Source: an optimization exercise on an open RTL-to-GDS flow (aim: small area). Production flows keep margins and buffers that such runs may drop.
Function was checked by simulation only, so behaviour that the tests miss may differ from the original.

main:
==> flow/design.v <==
module Barrel_Shift_Gen
   (input  wire [2:0] amt,
    input  wire [7:0] num,
    output wire [7:0] shifted
    );
   wire [7:0] s1 = amt[0] ? {num[0],   num[7:1]} : num;
   wire [7:0] s2 = amt[1] ? {s1[1:0],  s1[7:2]}  : s1;
   assign shifted = amt[2] ? {s2[3:0], s2[7:4]}  : s2;
endmodule
module counter
   (input            clk,
    input            reset,
    output reg [1:0] sel
    );
   reg [17:0] lo;
   wire       z  = ~|lo[16:0];
   wire       fb = lo[17] ^ lo[10] ^ z;
   wire       wrap = lo[17] & z;    
   always @(posedge clk, posedge reset)
     if (reset) begin
        lo  <= 18'b0;
        sel <= 2'b0;
     end else begin
        lo     <= {lo[16:0], fb};
        sel[0] <= sel[0] ^ wrap;
        sel[1] <= sel[1] ^ (sel[0] & wrap);
     end
endmodule
module debounce
   (
    input  wire clk, reset,
    input  wire sw,
    output wire db_tick
   );
   reg        L, W;
   reg [13:0] p;
   wire d    = sw ^ L;           
   wire term = &p;
   wire fire = W & d & term;
   always @(posedge clk, posedge reset)
     if (reset) begin
        L <= 1'b0;
        W <= 1'b0;
     end else begin
        L <= L ^ fire;
        W <= d & ~(W & term);
     end
   wire fb = p[0] ^ p[1] ^ p[11] ^ p[13];
   always @(posedge clk)
     p <= W ? {~p[12:0], fb} : 14'b0;
   assign db_tick = fire & ~L;
endmodule
module sseg_driver(
    input [3:0] num,
    output reg [0:6] sseg,
    output dp
    );
    assign dp = 1;
    always@* begin
        case(num)
        0:       sseg = 7'b0000001;
        1:       sseg = 7'b1001111;
        2:       sseg = 7'b0010010;
        3:       sseg = 7'b0000110;
        4:       sseg = 7'b1001100;
        5:       sseg = 7'b0100100;
        6:       sseg = 7'b0000010;
        7:       sseg = 7'b0001111;
        8:       sseg = 7'b0000000;
        9:       sseg = 7'b0001100;
        10:      sseg = 7'b0001000;
        11:      sseg = 7'b1100000;
        12:      sseg = 7'b0110001;
        13:      sseg = 7'b1000010;
        14:      sseg = 7'b0110000;
        default: sseg = 7'b0111000;
        endcase
    end
endmodule
module pass_through
  (input [7:0]      sw,
   input            mclk,
   input            reset,
   input [2:0]      btn,
   output [7:0]     led,
   output [0:6]     seg,
   output           dp,
   output [3:0]     an
   );
   reg  [7:0] shift_reg, result_reg;
   reg        start;
   wire       t0, t1, t2;
   wire [1:0] sel;
   wire [7:0] rotated;
   assign led = shift_reg;
   debounce btn_0_db (.clk(mclk), .reset(reset), .sw(btn[0]), .db_tick(t0));
   debounce btn_1_db (.clk(mclk), .reset(reset), .sw(btn[1]), .db_tick(t1));
   debounce btn_2_db (.clk(mclk), .reset(reset), .sw(btn[2]), .db_tick(t2));
   counter my_timer (.clk(mclk), .reset(reset), .sel(sel));
   wire [2:0] amt = t1 ? (3'd0 - sw[2:0]) : sw[2:0];
   Barrel_Shift_Gen rotator (.amt(amt), .num(result_reg), .shifted(rotated));
   wire none  = ~(t0 | t1 | t2);
   wire load  = t2 & ~t1 & ~t0;
   wire rot   = (t1 ^ t0) & ~t2;
   always @(posedge mclk, posedge reset)
     if (reset) begin
        start      <= 1'b0;
        result_reg <= 8'h00;
        shift_reg  <= 8'h00;
     end else begin
        if (load)
          result_reg <= sw;
        else if (none & start)
          result_reg <= shift_reg;
        if (rot)
          shift_reg <= rotated;
        if (load | rot)
          start <= rot;
     end
   wire [7:0] digits = sel[1] ? result_reg : sw;
   wire [3:0] value  = sel[0] ? digits[7:4] : digits[3:0];
   assign an = ~(4'b0001 << sel);
   sseg_driver my_sseg_conv (.num(value), .sseg(seg), .dp(dp));
endmodule
clock: 10.0 ns
lec_check: 0
cap_margin: 20
core_margin: 2
core_utilization: 40
slew_margin: 20
standard.sh (not shown) runs the stock make flow with config.mk's settings and CLKGATE_MAP_FILE= SYNTH_SCRIPT=/design/flow/synth_recipe.tcl, a recipe that flattens the netlist after the stock synthesis.
==> flow/flow/run.sh <==
#!/bin/bash
set -euo pipefail
W=$(pwd)
export FLOW_ABC_SCRIPT=$W/flow/area.abc
bash standard.sh \
  SYNTH_SCRIPT=$W/flow/synth_area.tcl ADDER_MAP_FILE= \
  "BUFFER_PORTS_ARGS=-buffer_cell sky130_fd_sc_hd__buf_1" \
  "CTS_ARGS=-sink_clustering_enable -repair_clock_nets -dont_use_dummy_load -sink_clustering_size 90 -sink_clustering_max_diameter 200 -buf_list sky130_fd_sc_hd__clkbuf_16" \
  finish > $W/flow.log 2>&1
==> flow/flow/area.abc <==
strash
balance
rewrite
refactor
balance
rewrite
rewrite -z
balance
refactor -z
rewrite -z
balance
dch
amap
topo
==> flow/flow/synth_area.tcl <==
# synth_recipe.tcl with one change: ABC maps for area with flow/area.abc.
proc synth {args} { yosys synth -nofsm -noshare {*}$args }
proc abc {args} {
  set i [lsearch -exact $args -script]
  if { $i >= 0 } { lset args [expr {$i + 1}] $::env(FLOW_ABC_SCRIPT) }
  yosys abc {*}$args
}
source $::env(SCRIPTS_DIR)/synth.tcl
# left out here: clear keep_hierarchy, flatten, clean up, hide names made inside functions, write 1_2_yosys.v
main finished every step from synthesis to the final layout, and the layout passed the timing, design-rule and antenna checks.
What the feature branch does differently from main at the input level:
==> flow/run.sh (new file) <==
#!/bin/bash
# synth_recipe.tcl (not shown) runs the flow's synth.tcl, then flattens the netlist and writes it again
# the make line also repeats each setting of config.mk as NAME=value (left out here)
make -C /OpenROAD-flow-scripts/flow DESIGN_CONFIG=/design/flow/config.mk WORK_HOME=/design/flow/orfs CLKGATE_MAP_FILE= SYNTH_SCRIPT=/design/flow/synth_recipe.tcl finish
removed: flow/flow/run.sh
removed: flow/flow/area.abc
removed: flow/flow/synth_area.tcl
removed: flow/standard.sh
--- outcome ---
- In the feature branch, the post-route core utilization came out 0.76 points above the value in main.
- Overall die area in the feature branch is about 15% above main.
- Per the comparison of the feature branch with main, worst supply voltage drop on vdd now sits lower, relative area change from synthesis to final layout grew by 0.66 points, routed wire length picked up an extra about 4%, final period demand of the worst path went up 880 ps, depth of the most critical reg-to-reg path lost 1.
- The feature branch does better than main on register-to-register slack.

## what the ideal ports hide
The results above use ideal ports. As a check the final layouts listed here were re-extracted and re-timed, cells and wires unchanged. Step 1 (the two cells are an assumption about what drives the block):
set clk [get_ports {mclk}]
set_driving_cell -lib_cell sky130_fd_sc_hd__clkbuf_16 $clk
set_driving_cell -lib_cell sky130_fd_sc_hd__buf_2 [delete_from_list [all_inputs] $clk]
Step 2 moves the port delays by t, midway between the first and last clock arrival at a register: inputs arrive t later, outputs are due t later. That takes back most of the time a late clock gives input paths. a / b / c = ideal ports / drivers / drivers and shift; a / b = the first two.
run	shift t [ns]	setup WS [ns]	worst data-port slew with drivers (ns)
main	0.352	4.316 / 4.293 / 4.293	0.04
the feature branch	0.377	3.435 / 3.402 / 3.402	0.04
After both steps every run listed still meets setup and hold. For the feature branch, which loses most, drivers alone change the setup slack by -0.033 ns; drivers and shift together by -0.033 ns.
